This design comes from an exercise in tuning for a short achievable clock period and few clock cycles on the open sky130 flow, not from production work.
In this exercise RTL edits were held to simulation tests only and were not proved equivalent to the original.
Power figures rest on the tool's default switching activity, not on a simulated workload.

==> design/flow/design.v <==
`timescale 1ns/1ns
module regfile(input             clk,
               input      [31:1] rs1_oh, rs2_oh,
               output reg [31:0] rs1_data, rs2_data,
               input      [31:1] we,
               input      [31:0] wdata);
  reg [31:0] x [1:31];
  genvar i;
  generate
    for (i = 1; i < 32; i = i + 1) begin : r
      always @(posedge clk)
        if (we[i]) x[i] <= wdata;
    end
  endgenerate
  integer k;
  always @(*) begin
    rs1_data = 32'b0;
    rs2_data = 32'b0;
    for (k = 1; k < 32; k = k + 1) begin
      rs1_data = rs1_data | ({32{rs1_oh[k]}} & x[k]);
      rs2_data = rs2_data | ({32{rs2_oh[k]}} & x[k]);
    end
  end
endmodule
module alu(input      [31:0] a, b,
           input      [2:0]  f3,
           input             sub,       
           input             sra,       
           input             vec,       
           output reg [31:0] result);
  wire [31:0] sum  = sub ? (a - b) : (a + b);
  wire        slt  = ($signed(a) < $signed(b));
  wire        sltu = (a < b);
  wire [4:0]  sh   = b[4:0];
  wire [31:0] sll  = a << sh;
  wire [31:0] srl  = a >> sh;
  wire [31:0] sra_ = $signed(a) >>> sh;
  wire [31:0] vadd, vmul, mpool;
  genvar i;
  generate
    for (i = 0; i < 4; i = i + 1) begin : lane
      wire signed [7:0]  la = a[8*i+7:8*i];
      wire signed [7:0]  lb = b[8*i+7:8*i];
      wire signed [15:0] p  = la * lb;
      assign vadd[8*i+7:8*i]  = la + lb;
      assign vmul[8*i+7:8*i]  = p[15:8];
      assign mpool[8*i+7:8*i] = (la >= lb) ? la : lb;
    end
  endgenerate
  always @(*) begin
    case (f3)
      3'b000:  result = vec ? vadd  : sum;
      3'b001:  result = vec ? vmul  : sll;
      3'b010:  result = vec ? mpool : {31'b0, slt};
      3'b011:  result = {31'b0, sltu};
      3'b100:  result = a ^ b;
      3'b101:  result = sra ? sra_ : srl;
      3'b110:  result = a | b;
      default: result = a & b;
    endcase
  end
endmodule
module load_align(input      [31:0] rdata,
                  input      [1:0]  a,
                  input      [2:0]  f3,
                  output reg [31:0] data);
  wire [7:0]  byte_ = rdata >> {a, 3'b000};
  wire [15:0] half  = a[1] ? rdata[31:16] : rdata[15:0];
  always @(*) begin
    case (f3)
      3'b000:  data = {{24{byte_[7]}}, byte_};
      3'b001:  data = {{16{half[15]}}, half};
      3'b100:  data = {24'b0, byte_};
      3'b101:  data = {16'b0, half};
      default: data = rdata;
    endcase
  end
endmodule
`timescale 1ns/1ns
module rv32i_cpu (
    input         clk, reset,
    output [31:0] pc,           
    input  [31:0] inst,         
    output        MemWrite,     
    output [31:0] MemAddr,      
    output [31:0] MemWData,     
    output [3:0]  ByteEnable,   
    input  [31:0] MemRData);    
  reg  [31:0] pc_r;             
  reg         d_valid;
  reg  [31:0] d_ir;
  reg  [31:0] d_pc;
  reg  [31:0] d_pred;           
  reg  [31:1] d_rs1_oh;         
  reg  [31:1] d_rs2_oh;         
  reg         x_valid;
  reg  [31:0] x_pc;
  reg  [31:0] x_pc4;            
  reg  [31:0] x_tgt;            
  reg  [31:0] x_pred;           
  reg         x_ok_tgt;         
  reg         x_ok_seq;         
  reg  [31:0] opa, opb;         
  reg  [2:0]  x_f3;             
  reg         x_vec, x_sub, x_sra;
  reg  [2:0]  x_bf3;            
  reg         x_br, x_jal, x_jalr, x_link, x_ld, x_lbr;
  reg         x_addt;           
  reg  [2:0]  x_lf3;            
  reg  [1:0]  x_lane;           
  reg  [4:0]  x_rd;             
  reg  [31:1] x_rd_oh;          
  reg         mw_r;
  reg  [31:0] maddr_r;
  reg  [31:0] mwdata_r;
  reg  [3:0]  mbe_r;
  assign pc         = pc_r;
  assign MemWrite   = mw_r;
  assign MemAddr    = maddr_r;
  assign MemWData   = mwdata_r;
  assign ByteEnable = mbe_r;
  wire        f_lbr    = (inst[6:0] == 7'b0001011);
  wire [31:0] f_rs1_oh = 32'b1 << inst[19:15];
  wire [31:0] f_rs2_oh = 32'b1 << (f_lbr ? inst[11:7] : inst[24:20]);
  wire [6:0] d_op  = d_ir[6:0];
  wire [2:0] d_f3  = d_ir[14:12];
  wire [4:0] d_rs1 = d_ir[19:15];
  wire [4:0] d_rd  = d_ir[11:7];
  wire       d_r    = (d_op == 7'b0110011);
  wire       d_i    = (d_op == 7'b0010011);
  wire       d_ld   = (d_op == 7'b0000011);
  wire       d_lbr  = (d_op == 7'b0001011);
  wire       d_st   = (d_op == 7'b0100011);
  wire       d_br   = (d_op == 7'b1100011);
  wire       d_lui  = (d_op == 7'b0110111);
  wire       d_aui  = (d_op == 7'b0010111);
  wire       d_jal  = (d_op == 7'b1101111);
  wire       d_jalr = (d_op == 7'b1100111);
  wire [4:0] d_rs2  = d_lbr ? d_rd : d_ir[24:20];
  wire       d_wr   = d_r | d_i | d_ld | d_lbr | d_lui | d_aui | d_jal | d_jalr;
  wire       d_mem  = d_ld | d_lbr | d_st;
  wire [31:0] imm_i = {{20{d_ir[31]}}, d_ir[31:20]};
  wire [31:0] imm_s = {{20{d_ir[31]}}, d_ir[31:25], d_ir[11:7]};
  wire [31:0] imm_b = {{20{d_ir[31]}}, d_ir[7], d_ir[30:25], d_ir[11:8], 1'b0};
  wire [31:0] imm_j = {{12{d_ir[31]}}, d_ir[19:12], d_ir[20], d_ir[30:21], 1'b0};
  wire [31:0] imm_u = {d_ir[31:12], 12'b0};
  wire [31:0] rf1, rf2;
  wire [31:0] wdata;                            
  wire [31:1] x_sel = x_rd_oh & {31{x_valid}};
  regfile i_regfile (
    .clk      (clk),
    .rs1_oh   (d_rs1_oh),
    .rs2_oh   (d_rs2_oh),
    .rs1_data (rf1),
    .rs2_data (rf2),
    .we       (x_sel),
    .wdata    (wdata));
  wire x_wr  = x_valid & (x_rd != 5'd0);
  wire byp1  = x_wr & (x_rd == d_rs1);
  wire byp2  = x_wr & (x_rd == d_rs2);
  wire [31:0] src1 = byp1 ? wdata : rf1;
  wire [31:0] src2 = byp2 ? wdata : rf2;
  wire redirect_x;
  wire [31:0] x_next;
  wire stall   = d_valid & d_mem & byp1;
  wire d_go    = d_valid & ~stall & ~redirect_x;
  wire [31:0] d_tgt   = d_pc + (d_jal ? imm_j : imm_b);
  wire [31:0] d_pc4   = d_pc + 32'd4;
  wire        eq_pt   = (d_pred == d_tgt);
  wire        eq_ps   = (d_pred == d_pc4);
  wire        eq_ts   = (d_tgt == d_pc4);
  wire [31:0] x_sum = x_sub ? (opa - opb) : (opa + opb);
  wire [31:0] c1 = byp1 ? x_sum : rf1;
  wire [31:0] c2 = byp2 ? x_sum : rf2;
  wire d_beq  = (c1 == c2);
  wire d_blt  = ($signed(c1) < $signed(c2));
  wire d_bltu = (c1 < c2);
  reg  d_bcond;
  always @(*) begin
    case (d_f3)
      3'b000:  d_bcond = d_beq;
      3'b001:  d_bcond = ~d_beq;
      3'b100:  d_bcond = d_blt;
      3'b101:  d_bcond = ~d_blt;
      3'b110:  d_bcond = d_bltu;
      3'b111:  d_bcond = ~d_bltu;
      default: d_bcond = 1'b0;
    endcase
  end
  wire d_dep   = (byp1 | byp2) & ~x_addt;
  wire to_tgt  = d_jal & ~eq_pt |
                 d_br & ~d_dep & d_bcond & ~eq_pt |
                 d_br & d_dep & d_ir[31] & eq_ps;
  wire to_seq  = d_br & ~d_dep & ~d_bcond & ~eq_ps;
  wire redirect_d = d_go & (to_tgt | to_seq);
  wire [31:0] d_new = to_tgt ? d_tgt : d_pc4;
  reg  [15:0] btb_v;
  reg  [5:0]  btb_tag [0:15];
  reg  [9:0]  btb_tgt [0:15];
  wire [3:0]  f_idx   = pc_r[5:2];
  wire        f_hit   = btb_v[f_idx] & (btb_tag[f_idx] == pc_r[11:6]);
  wire [31:0] pred_pc = f_hit ? {pc_r[31:12], btb_tgt[f_idx], 2'b00} : (pc_r + 32'd4);
  always @(posedge clk, posedge reset) begin
    if (reset) begin
      pc_r    <= 32'b0;
      d_valid <= 1'b0;
    end else if (redirect_x) begin
      pc_r    <= x_next;
      d_valid <= 1'b0;
    end else if (!stall) begin
      if (redirect_d) begin
        pc_r    <= d_new;
        d_valid <= 1'b0;
      end else begin
        pc_r    <= pred_pc;
        d_valid <= 1'b1;
      end
    end
  end
  always @(posedge clk) begin
    if (!stall) begin
      d_ir     <= inst;
      d_pc     <= pc_r;
      d_pred   <= pred_pc;
      d_rs1_oh <= f_rs1_oh[31:1];
      d_rs2_oh <= f_rs2_oh[31:1];
    end
  end
  wire [31:0] addr  = rf1 + (d_st ? imm_s : imm_i);
  reg  [3:0]  be;
  always @(*) begin
    case (d_f3[1:0])
      2'b00:   be = 4'b0001 << addr[1:0];
      2'b01:   be = addr[1] ? 4'b1100 : 4'b0011;
      default: be = 4'b1111;
    endcase
  end
  always @(posedge clk, posedge reset) begin
    if (reset)
      mw_r <= 1'b0;
    else
      mw_r <= d_go & d_st;
  end
  always @(posedge clk) begin
    maddr_r  <= addr;
    mwdata_r <= src2 << {addr[1:0], 3'b000};
    mbe_r    <= be;
  end
  wire d_useimm = d_i | d_ld | d_jalr | d_lui | d_aui;
  always @(posedge clk, posedge reset) begin
    if (reset)
      x_valid <= 1'b0;
    else
      x_valid <= d_go;
  end
  always @(posedge clk) begin
    x_pc     <= d_pc;
    x_pc4    <= d_pc4;
    x_tgt    <= d_tgt;
    x_pred   <= redirect_d ? d_new : d_pred;
    x_ok_tgt <= redirect_d ? (to_tgt | eq_ts) : eq_pt;
    x_ok_seq <= redirect_d ? (to_seq | eq_ts) : eq_ps;
    opa      <= d_aui ? d_pc : d_lui ? 32'b0 : src1;
    opb      <= d_useimm ? ((d_lui | d_aui) ? imm_u : imm_i) : src2;
    x_f3     <= (d_r | d_i) ? d_f3 : 3'b000;
    x_vec    <= d_r & d_ir[29];
    x_sub    <= d_r & d_ir[30];
    x_sra    <= d_ir[30];
    x_bf3    <= d_f3;
    x_addt   <= d_lui | d_aui | (d_i & (d_f3 == 3'b000)) |
                (d_r & (d_f3 == 3'b000) & ~d_ir[29]);
    x_br     <= d_br;
    x_jal    <= d_jal;
    x_jalr   <= d_jalr;
    x_link   <= d_jal | d_jalr;
    x_ld     <= d_ld;
    x_lbr    <= d_lbr;
    x_lf3    <= d_lbr ? 3'b100 : d_f3;
    x_lane   <= d_f3[1:0];
    x_rd     <= d_wr ? d_rd : 5'd0;
    x_rd_oh  <= d_wr ? ((32'b1 << d_rd) >> 1) : 31'b0;
  end
  wire [31:0] alu_res;
  alu i_alu (
    .a      (opa),
    .b      (opb),
    .f3     (x_f3),
    .sub    (x_sub),
    .sra    (x_sra),
    .vec    (x_vec),
    .result (alu_res));
  wire [31:0] jr_sum = opa + opb;
  wire beq  = (opa == opb);
  wire blt  = ($signed(opa) < $signed(opb));
  wire bltu = (opa < opb);
  reg  bcond;
  always @(*) begin
    case (x_bf3)
      3'b000:  bcond = beq;
      3'b001:  bcond = ~beq;
      3'b100:  bcond = blt;
      3'b101:  bcond = ~blt;
      3'b110:  bcond = bltu;
      3'b111:  bcond = ~bltu;
      default: bcond = 1'b0;
    endcase
  end
  wire x_taken = x_jal | x_jalr | (x_br & bcond);
  wire ok_jr   = (x_pred[31:1] == jr_sum[31:1]);
  wire x_ok    = x_jalr ? ok_jr :
                 (x_jal | (x_br & bcond)) ? x_ok_tgt : x_ok_seq;
  assign redirect_x = x_valid & ~x_ok;
  assign x_next     = x_jalr ? {jr_sum[31:1], 1'b0} :
                      (x_jal | (x_br & bcond)) ? x_tgt : x_pc4;
  wire [31:0] ldata;
  load_align i_load_align (
    .rdata (MemRData),
    .a     (maddr_r[1:0]),
    .f3    (x_lf3),
    .data  (ldata));
  reg [31:0] lbr_res;
  always @(*) begin
    case (x_lane)
      2'b00:   lbr_res = {opb[31:8], ldata[7:0]};
      2'b01:   lbr_res = {opb[31:16], ldata[7:0], opb[7:0]};
      2'b10:   lbr_res = {opb[31:24], ldata[7:0], opb[15:0]};
      default: lbr_res = {ldata[7:0], opb[23:0]};
    endcase
  end
  assign wdata = x_link ? x_pc4   :
                 x_ld   ? ldata   :
                 x_lbr  ? lbr_res :
                          alu_res;
  wire [3:0] x_idx   = x_pc[5:2];
  wire       x_hit   = btb_v[x_idx] & (btb_tag[x_idx] == x_pc[11:6]);
  wire       btb_set = x_valid & x_taken;
  wire       btb_clr = x_valid & x_hit & ~x_taken;
  always @(posedge clk, posedge reset) begin
    if (reset)
      btb_v <= 16'b0;
    else if (btb_set)
      btb_v[x_idx] <= 1'b1;
    else if (btb_clr)
      btb_v[x_idx] <= 1'b0;
  end
  always @(posedge clk) begin
    if (btb_set) begin
      btb_tag[x_idx] <= x_pc[11:6];
      btb_tgt[x_idx] <= x_next[11:2];
    end
  end
endmodule
==> design/flow/flow/run.sh <==
#!/bin/bash
set -euo pipefail
bash standard.sh SETUP_SLACK_MARGIN=23 finish > standard.log 2>&1
==> design/flow/standard.sh <==
#!/bin/bash
# synth_recipe.tcl (not shown) runs the flow's synth.tcl, then flattens the netlist and writes it again
# the make line also repeats each setting of config.mk as NAME=value (left out here)
make -C /OpenROAD-flow-scripts/flow DESIGN_CONFIG=/design/flow/config.mk WORK_HOME=/design/flow/orfs CLKGATE_MAP_FILE= SYNTH_SCRIPT=/design/flow/synth_recipe.tcl "${@:-finish}"
==> design/flow/config.mk <==
export PLATFORM = sky130hd
export DESIGN_NAME = rv32i_cpu
export DESIGN_NICKNAME = rv32i_cpu
export VERILOG_FILES = /design/flow/design.v
export SDC_FILE = /design/flow/constraint.sdc
export NUM_CORES = 4
export LEC_CHECK = 0
export CAP_MARGIN = 20
export CORE_MARGIN = 2
export CORE_UTILIZATION = 45
export PLACE_DENSITY = 0.55
export SLEW_MARGIN = 20
==> design/flow/constraint.sdc <==
create_clock -name core_clock -period 30.0 [get_ports {clk}]
set_input_delay 6.0000 -clock core_clock [delete_from_list [all_inputs] [get_ports {clk}]]
set_output_delay 6.0000 -clock core_clock [all_outputs]
set_load 0.01 [all_outputs]
==> run notes <==
## state kept, by name (all words and copies together) (netlist names), 2 cells and up, named ones only
register     flops
x_rd             5
opb             32
opa             32
d_rs1_oh        31
x_pc4           31
d_pred          32
d_rs2_oh        31
x_rd_oh         31
x_tgt           32
x_f3             3
btb_tag         96
mwdata_r        32
d_pc            32
x_lf3            3
mbe_r            4
maddr_r         32
x_pred          31
d_ir            32
i_regfile.x    992
btb_tgt        160
pc_r            32
x_bf3            2
x_pc            10
## through the flow
stage,util,instance area (um^2)
floorplan,-,101700
global placement,0.4784,107300
detailed placement,0.4785,107300
CTS,0.5398,121100
global route,0.5525,123900
finish,0.5528,124000
## cells in the mapped netlist (all sizes together) (83+ instances only)
master  count
mux4      196
clkbuf    451
and2       87
a22oi     486
nor2      685
nand2     505
inv       450
nand3     272
nand4     167
o21ai     307
nor3      123
fa        219
xnor2     262
a31oi      83
a22o      233
buf       154
dfxtp     293
a221oi    240
xor2       98
a21oi     400
nand2b     96
mux2i     121
ha        311
edfxtp   1406
## logic make-up (layout without fill, tap and decap cells)
kind of cell             Yosys count  in the layout  synth area share
adder cells (fa/ha/maj)          530            530           0.08177
AND/OR/NAND/NOR                 2297           2316            0.1115
multiplexers                     385            385           0.06334
XOR/XNOR                         376            376           0.03475
AO/OA/AOI/OAI                   2500           2526            0.1795
other                              0             33                 0
flip-flops                      1750           1750            0.4878
buffers and inverters           1068           1772           0.04127
## area by class of cell
cell class,count,area (um^2),area share
multi-input combinational,6133,52180,0.4209
sequential,1750,49650,0.4005
inverter,463,1921,0.01549
antenna,33,82.58,0.0006662
clock buffer,237,5125,0.04134
tap,2992,3744,0.03020
timing repair inverter,6,45.04,0.0003634
timing repair buffer,946,9711,0.07834
clock inverter,120,1504,0.01213
## repair_timing
item                       4_1_cts  5_1_grt
resized for setup             1550      351
cloned                          58       12
setup buffers                  302      131
hold buffers                     0        0
pin swaps                      188      162
setup endpoints to repair     1300     1284
## path summary, 6_finish.rpt
check | start | endpoint | slack [ns] | depth (start not counted)
min in group asynchronous | reset | x_valid | 5.83 | 3
worst min-delay path | register | register | 0.53 | 1
max in group asynchronous | reset | pc_r[30] | 23.39 | 3
worst max-delay path | MemRData[31] | i_regfile.x[15][31] | 21.90 | 14
worst min register to register | register | register | 0.53 | 1
worst max register to register | opb[0] | i_regfile.x[24][4] | 22.86 | 20
## critical path, cell delays in order
cell        delay [ns]
buf_6             0.09
mux4_2            0.52
a21oi_4           0.18
o21ai_2           0.11
and2_4            0.23
o21a_1            0.13
a211oi_2          0.28
nand2_1           0.10
a2111oi_2         0.20
or3_1             0.19
o211a_1           0.20
buf_12            0.20
clkinvlp_4        0.11
buf_6             0.16
## power groups by stage
| stage | Sequential (W) | Clock (W) | Combinational (W) |
|---|---|---|---|
| after CTS | 0.00347 | 0.00253 | 0.00525 |
| after global routing | 0.00348 | 0.00262 | 0.00592 |
| after global placement | 0.00351 | 0 | 0.00448 |
| final | 0.00350 | 0.00253 | 0.00568 |
| after detailed placement | 0.00352 | 0 | 0.00453 |
| after floorplan | 0.00327 | 0 | 0.00288 |
## layer usage
metal	vias to the layer above	global-route usage	share of wire
li1	35670	-	-
met1	46050	0.5716	0.34
met2	8879	0.6564	0.40
met3	2716	0.1975	0.15
met4	38	0.3794	0.10
met5	-	0.008613	0.0017
==> impl_metrics.yaml <==
floorplanning:
  die_x_um: 478.2
  num_rows: 174
  ios: 167
  die-area_mm2: 0.2287
  start_util: 0.4513
  core-area_mm2: 0.2242
  die_h_um: 478.2
cells_and_area:
  syn2layout_area_growth_pct: 22.49
  final_cells: 12680
  post_route_cells_drive_above_1_share: 0.2365
  layout_commonest_cell: "edfxtp_1"
  fin_nets: 10090
  fillCellCount: 19170
  layout_common_cells: "edfxtp_1 (1406), nor2_1 (627), buf_4 (521), a22oi_1 (483), nand2_1 (473)"
synth:
  yosys-top-cells-area: "edfxtp_1 (42%), dfxtp_1 (5.8%), mux4_2 (4.4%)"
  yosysWarnings: 5
  synth_area_mm2: 0.1012
  synth_edf_count: 1406
  yosysUniqueCellTypes: 118
  syn_inst: 8906
  async_flop_share: 0.02914
  synth_flop_cell: "edfxtp_1"
  synth-seq-area-share: 0.4878
  synth_area_leader_cell: "edfxtp_1"
  netlist.area_leader.share: 0.4172
  synth.avg_cell_area_um2: 11.36
  syn_nets: 9502
  synth_seq_cells: 1750
global_route:
  gr-usage-all-layers: 0.4723
  grt_antenna_before_repair: 41
  grt_pass1_wl_um: 745100
  grt_pass1_vias: 87880
  grt.overflow.total: 0
  grt_max_degree: 70
route:
  drt_iter0_markers: 17480
  num_vias: 93350
  wl_per_cell_um: 44.05
  dr.pass1.iters: 10
  drt_drc_violations_left: 0
  wl_um: 558600
  ant_nets: 0
  via_per_inst: 7.362
clock_tree:
  cts_sinks: 1750
  clkTransAtPathRegs_ns: 0.06
  cts_made_buffers: 190
  cts_buffer_depth: 3
  cts_htree_levels: 4
  cts_tree: "built"
  clk_latency_ns: 0.90
  root_buffer: "clkbuf_16"
placed_design:
  numPlacedInstances: 11780
  dp_slack_ns: 19.63
  hpwlAfterDp_um: 344200
  port_buffers: 166
  gp_congestion: 1.047
sta:
  clock-skew-final_ns: 0.1028
  setup_violations: 0
  slew_headroom: 0.1555
  period_share: 0.2702
  fin_ws_ns: 21.90
  timing.setup.tns_ns: 0
  fmax_ghz: 0.1234
  final.min_clock_period_ns: 8.105
  rsz0062_at_grt: "true"
  whs_ns: 0.5270
  hold_viol_final: 0
  drv_slew: 0
  worstMarginPinSlew_ns: 1.267
min_path:
  min_path_type: "register to register"
pwr:
  seq_power_share: 0.299
  powerDensity_mw_per_mm2: 94.45
  switching_share: 0.4274
  share_comb_of_total_power: 0.485
  power.internal_w: 0.006704
  peakVddDrop_mv: 0.1022
  p_leak_nw: 45.08
  power.total_w: 0.01171
  p_switching_w: 0.005004
  power_frac_clock: 0.216
critical_path:
  critPathArrivalTime_ns: 8.74
  crit_required_ns: 30.64
  startpoint_type: "primary input"
  path_class: "primary input to register"
  end_kind: "register"
  critPathMaxFanout: 16
job:
  drv_cap: 0
status:
  status: "no timing/DRC/antenna violations"
Testbench counts, summed over its fixed seeds: cycles 28,393.

==> port drivers added, routing unchanged <==
No port has a modelled driver above. Below, the same layout with a new extraction and two added sets of constraints. Step 1: set_driving_cell puts a clkbuf_16 on clk and a buf_2 on each other input, an assumption about the parent block. Step 2 adds t to the input delays and takes it off the output delays; t is the mean of the earliest and latest rising clock arrival at the registers after step 1. Input paths then give back, and output paths get back, about the clock's delay inside the block. a / b / c = no drivers / after step 1 / after step 2; a / b = the first two.
shift t [ns]: 0.951
setup WS [ns]: 21.895 / 21.958 / 21.008
slew at the worst register clock pin (ns): 0.08 / 0.08
After both steps setup and hold are still met in this run. The setup slack of this run moves by +0.063 ns with the drivers and by -0.887 ns with both steps.
